Source: an optimization exercise on an open RTL-to-GDS flow (aim: small area). Production flows keep margins and buffers that such runs may drop. The RTL was checked by simulation tests, not by an equivalence proof against the original design. Power and IR drop assume default switching activity.

// game_vga
module game_vga(
	clk,
	reset,
	board1,board2,
	p1_win,p2_win,draw,
	end_of_active_frame,
	end_of_frame,divcntr,
	vga_blank,
	vga_c_sync,
	vga_h_sync,
	vga_v_sync,
	vga_data_enable,
	vga_red,
	vga_green,
	vga_blue
);
clock: 10.0 ns
lec_check: 0
cap_margin: 0
core_margin: 2
core_utilization: 70
gpl_timing_driven: 0
slew_margin: 0
standard.sh (not shown) runs the stock make flow with config.mk's settings and CLKGATE_MAP_FILE= SYNTH_SCRIPT=/design/flow/synth_recipe.tcl, a recipe that flattens the netlist after the stock synthesis.
==> flow/flow/run.sh <==
#!/bin/bash
# The standard layout with these changes:
#  - synthesis maps logic with an area-oriented ABC script (flow/area.abc);
#  - every port still gets a buffer, but the smallest buffer cell;
#  - clock tree synthesis uses larger sink clusters and no dummy loads.
# The make output goes to standard.log here; each ORFS step keeps its own
# log under orfs/logs.
set -euo pipefail
W=$PWD
export AREA_ABC_SCRIPT=$W/flow/area.abc
export FLOW_SYNTH_TCL=$W/synth_recipe.tcl
export REMOVE_ABC_BUFFERS=1
export BUFFER_PORTS_ARGS="-buffer_cell sky130_fd_sc_hd__buf_1"
export CTS_ARGS="-sink_clustering_enable -repair_clock_nets -sink_clustering_size 26 -sink_clustering_max_diameter 90 -buf_list sky130_fd_sc_hd__clkbuf_16 -dont_use_dummy_load"
sed "s#SYNTH_SCRIPT=[^ ]*#SYNTH_SCRIPT=$W/flow/synth_area.tcl#" standard.sh > std_area.sh
grep -q "SYNTH_SCRIPT=$W/flow/synth_area.tcl" std_area.sh
bash std_area.sh finish > standard.log 2>&1
==> flow/flow/area.abc <==
strash
dch -f
amap -m
&get -n
&st
&dch -f
&nf -R 1000
&put
topo
stime -c
==> flow/flow/synth_area.tcl <==
# The standard flow's synthesis script, with ABC's technology mapping run on an
# area-oriented script (flow/area.abc) in place of ORFS's speed script.
# Registers are mapped before ABC runs, so they are the same as the standard flow's.
proc abc {args} {
  set i [lsearch -exact $args -script]
  if { $i >= 0 } { lset args [expr {$i + 1}] $::env(AREA_ABC_SCRIPT) }
  yosys abc {*}$args
}
source $::env(FLOW_SYNTH_TCL)
Edit:
==> flow/flow/run.sh (replaced) <==
#!/bin/bash
# The standard layout (standard.sh) with these changes:
#  - synthesis is the standard flow's script, but ABC maps the logic with an
#    area-oriented script (flow/area.abc) instead of ORFS's speed script;
#    registers are mapped before ABC, so they are the standard ones;
#  - the buffers synthesis leaves are removed at floorplan, and global
#    placement is not timing-driven (the 10 ns clock has ample slack);
#  - every port still gets a buffer, but the smallest buffer cell;
#  - clock tree synthesis clusters up to 28 flip-flops per leaf buffer,
#    uses small buffers above the leaves, and adds no dummy loads.
# The make output goes to standard.log here; each ORFS step keeps its own
# full log under orfs/logs.
set -euo pipefail
W=$PWD
export AREA_ABC_SCRIPT=$W/flow/area.abc
export FLOW_SYNTH_TCL=$W/synth_recipe.tcl
export REMOVE_ABC_BUFFERS=1
export BUFFER_PORTS_ARGS="-buffer_cell sky130_fd_sc_hd__buf_1"
export CTS_ARGS="-sink_clustering_enable -repair_clock_nets -sink_clustering_size 28 -sink_clustering_max_diameter 95 -buf_list sky130_fd_sc_hd__clkbuf_16 -root_buf sky130_fd_sc_hd__clkbuf_4 -tree_buf sky130_fd_sc_hd__clkbuf_4 -sink_clustering_buffer sky130_fd_sc_hd__clkbuf_16 -dont_use_dummy_load"
sed "s#SYNTH_SCRIPT=[^ ]*#SYNTH_SCRIPT=$W/flow/synth_area.tcl#" standard.sh > std_area.sh
grep -q "SYNTH_SCRIPT=$W/flow/synth_area.tcl" std_area.sh
bash std_area.sh finish > standard.log 2>&1
==> flow/flow/area.abc (replaced) <==
strash
&get -n
&deepsyn -J 50
&dch -f
&nf -R 1000
&put
topo
stime -c
Effect:
- power decreases by about 6%
- final area drops by 2.0%
- setup slack is better by 0.73 ns
- via count drops by about 3.7%
- hold slack stays flat
- global-route usage goes down by 0.68 points
- synthesized cell count drops by about 4.3%
Edit:
==> flow/flow/run.sh (replaced) <==
#!/bin/bash
# The standard layout with these changes:
#  - synthesis maps logic with an area-oriented ABC script (flow/area.abc);
#  - every port still gets a buffer, but the smallest buffer cell;
#  - clock tree synthesis uses larger sink clusters and no dummy loads.
# The make output goes to standard.log here; each ORFS step keeps its own
# log under orfs/logs.
set -euo pipefail
W=$PWD
export AREA_ABC_SCRIPT=$W/flow/area.abc
export FLOW_SYNTH_TCL=$W/synth_recipe.tcl
export BUFFER_PORTS_ARGS="-buffer_cell sky130_fd_sc_hd__buf_1"
export CTS_ARGS="-sink_clustering_enable -repair_clock_nets -sink_clustering_size 26 -sink_clustering_max_diameter 90 -buf_list sky130_fd_sc_hd__clkbuf_16 -dont_use_dummy_load"
sed "s#SYNTH_SCRIPT=[^ ]*#SYNTH_SCRIPT=$W/flow/synth_area.tcl#" standard.sh > std_area.sh
grep -q "SYNTH_SCRIPT=$W/flow/synth_area.tcl" std_area.sh
bash std_area.sh finish > standard.log 2>&1
==> flow/flow/area.abc (replaced) <==
strash
dch -f
amap -m
&get -n
&st
&dch -f
&nf -R 1000
&put
topo
stime -c
--- a/flow/config.mk
+++ b/flow/config.mk
@@ -8,5 +8,4 @@
 export CAP_MARGIN = 0
 export CORE_MARGIN = 2
-export CORE_UTILIZATION = 70
-export GPL_TIMING_DRIVEN = 0
+export CORE_UTILIZATION = 60
 export SLEW_MARGIN = 0
Effect:
- power rises by 7.3%
- cell area rose by 2.4%
- via count grows by 2.9%
- first-iteration DRC count shrinks by 4.3%
- routed wire length went up by 11%
- fmax went down by 2.7%
- combinational power grows by 24%
- setup slack gets worse by 0.16 ns
- cell count rises by 7.7%
- non-clock buffer count rose by 4


Starting RTL as in the previous note.
clock: 10.0 ns
lec_check: 0
cap_margin: 0
core_margin: 2
core_utilization: 70
slew_margin: 0
==> flow/flow/run.sh <==
#!/bin/bash
# Standard layout, with two changes: the port buffers are the smallest
# buffer cell, and clock tree synthesis uses larger sink clusters and no
# dummy loads. Each tool's output goes to a log file in this folder.
set -euo pipefail
export BUFFER_PORTS_ARGS="-buffer_cell sky130_fd_sc_hd__buf_1"
export CTS_ARGS="-sink_clustering_enable -repair_clock_nets -sink_clustering_size ${CTS_SIZE:-20} -sink_clustering_max_diameter ${CTS_DIAM:-80} -buf_list sky130_fd_sc_hd__clkbuf_16 -dont_use_dummy_load"
bash standard.sh finish > standard.log 2>&1
Rerun with:
==> flow/flow/run.sh (replaced) <==
#!/bin/bash
# The standard layout with these changes:
#  - synthesis maps logic with an area-oriented ABC script (flow/area.abc);
#  - every port still gets a buffer, but the smallest buffer cell;
#  - clock tree synthesis uses larger sink clusters and no dummy loads.
# The make output goes to standard.log here; each ORFS step keeps its own
# log under orfs/logs.
set -euo pipefail
W=$PWD
export AREA_ABC_SCRIPT=$W/flow/area.abc
export FLOW_SYNTH_TCL=$W/synth_recipe.tcl
export BUFFER_PORTS_ARGS="-buffer_cell sky130_fd_sc_hd__buf_1"
export CTS_ARGS="-sink_clustering_enable -repair_clock_nets -sink_clustering_size 26 -sink_clustering_max_diameter 90 -buf_list sky130_fd_sc_hd__clkbuf_16 -dont_use_dummy_load"
sed "s#SYNTH_SCRIPT=[^ ]*#SYNTH_SCRIPT=$W/flow/synth_area.tcl#" standard.sh > std_area.sh
grep -q "SYNTH_SCRIPT=$W/flow/synth_area.tcl" std_area.sh
bash std_area.sh finish > standard.log 2>&1
==> flow/flow/area.abc (new file) <==
strash
dch -f
amap -m
&get -n
&st
&dch -f
&nf -R 1000
&put
topo
stime -c
==> flow/flow/synth_area.tcl (new file) <==
# The standard flow's synthesis script, with ABC's technology mapping run on an
# area-oriented script (flow/area.abc) in place of ORFS's speed script.
# Registers are mapped before ABC runs, so they are the same as the standard flow's.
proc abc {args} {
  set i [lsearch -exact $args -script]
  if { $i >= 0 } { lset args [expr {$i + 1}] $::env(AREA_ABC_SCRIPT) }
  yosys abc {*}$args
}
source $::env(FLOW_SYNTH_TCL)
CORE_UTILIZATION = 80   (was 70)
Outcome: Global-route usage grows by 13 points. Total power shrinks by 2.1%. Final area shrinks by 6.2%. Register-to-register slack degrades by 1.1 ns.
Rerun with:
==> flow/flow/run.sh (replaced) <==
#!/bin/bash
# Standard layout, with two changes: the port buffers are the smallest
# buffer cell, and clock tree synthesis uses larger sink clusters and no
# dummy loads. Each tool's output goes to a log file in this folder.
set -euo pipefail
export BUFFER_PORTS_ARGS="-buffer_cell sky130_fd_sc_hd__buf_1"
export CTS_ARGS="-sink_clustering_enable -repair_clock_nets -sink_clustering_size 30 -sink_clustering_max_diameter 100 -buf_list sky130_fd_sc_hd__clkbuf_16 -dont_use_dummy_load"
bash standard.sh finish > standard.log 2>&1
CORE_UTILIZATION = 70   (was 80)
removed: flow/flow/area.abc
removed: flow/flow/synth_area.tcl
Final cell count came out higher by 6.9%.
Total power came out lower by 1.6%.
Final area came out higher by 5.8%.
Rerun with:
==> flow/run.sh (new file) <==
#!/bin/bash
# synth_recipe.tcl (not shown) runs the flow's synth.tcl, then flattens the netlist and writes it again
# the make line also repeats each setting of config.mk as NAME=value (left out here)
make -C /OpenROAD-flow-scripts/flow DESIGN_CONFIG=/design/flow/config.mk WORK_HOME=/design/flow/orfs CLKGATE_MAP_FILE= SYNTH_SCRIPT=/design/flow/synth_recipe.tcl finish
CTS_BUF_LIST = sky130_fd_sc_hd__clkbuf_16   (was not set)
CTS_CLUSTER_DIAMETER = 100   (was not set)
CTS_CLUSTER_SIZE = 22   (was not set)
removed: flow/flow/run.sh
removed: flow/standard.sh
Effect:
- non-clock buffer count is unchanged
- die area stays the same
- routed wire length rose by 5.2%
- worst setup slack gains 0.18 ns
- total power rose by about 5.5%
- sequential cell count does not change
- final area rose by about 3.7%
- first-iteration DRC count rose by about 56%
Rerun with:
==> flow/flow/run.sh (new file) <==
#!/bin/bash
# The standard layout with these changes:
#  - synthesis maps logic with an area-oriented ABC script (flow/area.abc);
#  - every port still gets a buffer, but the smallest buffer cell;
#  - clock tree synthesis uses larger sink clusters and no dummy loads.
# The make output goes to standard.log here; each ORFS step keeps its own
# log under orfs/logs.
set -euo pipefail
W=$PWD
export AREA_ABC_SCRIPT=$W/flow/area.abc
export FLOW_SYNTH_TCL=$W/synth_recipe.tcl
export REMOVE_ABC_BUFFERS=1
export BUFFER_PORTS_ARGS="-buffer_cell sky130_fd_sc_hd__buf_1"
export CTS_ARGS="-sink_clustering_enable -repair_clock_nets -sink_clustering_size 28 -sink_clustering_max_diameter 95 -buf_list sky130_fd_sc_hd__clkbuf_16 -root_buf sky130_fd_sc_hd__clkbuf_4 -tree_buf sky130_fd_sc_hd__clkbuf_4 -sink_clustering_buffer sky130_fd_sc_hd__clkbuf_16 -dont_use_dummy_load"
sed "s#SYNTH_SCRIPT=[^ ]*#SYNTH_SCRIPT=$W/flow/synth_area.tcl#" standard.sh > std_area.sh
grep -q "SYNTH_SCRIPT=$W/flow/synth_area.tcl" std_area.sh
bash std_area.sh finish > standard.log 2>&1
==> flow/flow/area.abc (new file) <==
strash
dch -f
amap -m
&get -n
&st
&dch -f
&nf -R 1000
&put
topo
stime -c
==> flow/flow/synth_area.tcl (new file) <==
# The standard flow's synthesis script, with ABC's technology mapping run on an
# area-oriented script (flow/area.abc) in place of ORFS's speed script.
# Registers are mapped before ABC runs, so they are the same as the standard flow's.
proc abc {args} {
  set i [lsearch -exact $args -script]
  if { $i >= 0 } { lset args [expr {$i + 1}] $::env(AREA_ABC_SCRIPT) }
  yosys abc {*}$args
}
source $::env(FLOW_SYNTH_TCL)
==> flow/standard.sh (new file) <==
#!/bin/bash
# synth_recipe.tcl (not shown) runs the flow's synth.tcl, then flattens the netlist and writes it again
# the make line also repeats each setting of config.mk as NAME=value (left out here)
make -C /OpenROAD-flow-scripts/flow DESIGN_CONFIG=/design/flow/config.mk WORK_HOME=/design/flow/orfs CLKGATE_MAP_FILE= SYNTH_SCRIPT=/design/flow/synth_recipe.tcl "${@:-finish}"
CTS_BUF_LIST = not set   (was sky130_fd_sc_hd__clkbuf_16)
CTS_CLUSTER_DIAMETER = not set   (was 100)
CTS_CLUSTER_SIZE = not set   (was 22)
GPL_TIMING_DRIVEN = 0   (was not set)
removed: flow/run.sh
Wire length shrinks by 11%.
Register-to-register slack loses 0.98 ns.
Cell count shrinks by 5.3%.
Cell area shrinks by 9.3%.
Sequential power stays flat.
Via count shrinks by 8.9%.
Count of clock-buffer cells in the layout shrinks by 3.
Area after synthesis shrinks by 8.2%.
Hold slack loses 0.011 ns.

-- static timing again, ports no longer ideal --
In the flow no input, the clock included, has a driving cell. The finished layouts below were timed again as built, in two steps.
Step 1, drivers: a clkbuf_16 drives clk and a buf_2 each remaining input, both assumed.
Step 2 times the ports against the registers' clock, not the clock port: input delays grow and output delays shrink by t, the midpoint of the rising clock arrivals with the driver on.
Slacks: ideal ports / drivers / drivers and shift; pairs: ideal ports / drivers.
run	t (ns)	setup slack, ns	worst register clock-pin slew, ns	worst data-port slew with drivers (ns)	cell pins on the clock port's net
the first run of note 1	0.497	3.397 / 3.397 / 3.397	0.10 / 0.10	0.03	1
the second run of note 1	0.636	4.122 / 4.122 / 4.122	0.11 / 0.11	0.04	1
the third run of note 1	0.502	3.961 / 3.961 / 3.961	0.10 / 0.10	0.03	1
the first run of note 2	0.516	4.220 / 4.220 / 4.220	0.09 / 0.09	0.07	1
the second run of note 2	0.502	3.096 / 3.096 / 3.096	0.11 / 0.11	0.04	1
the third run of note 2	0.510	4.207 / 4.207 / 4.207	0.11 / 0.11	0.07	1
the fourth run of note 2	0.531	4.386 / 4.386 / 4.386	0.10 / 0.10	0.04	1
the fifth run of note 2	0.636	3.406 / 3.406 / 3.406	0.10 / 0.10	0.03	1
After both steps every run listed still meets setup and hold.
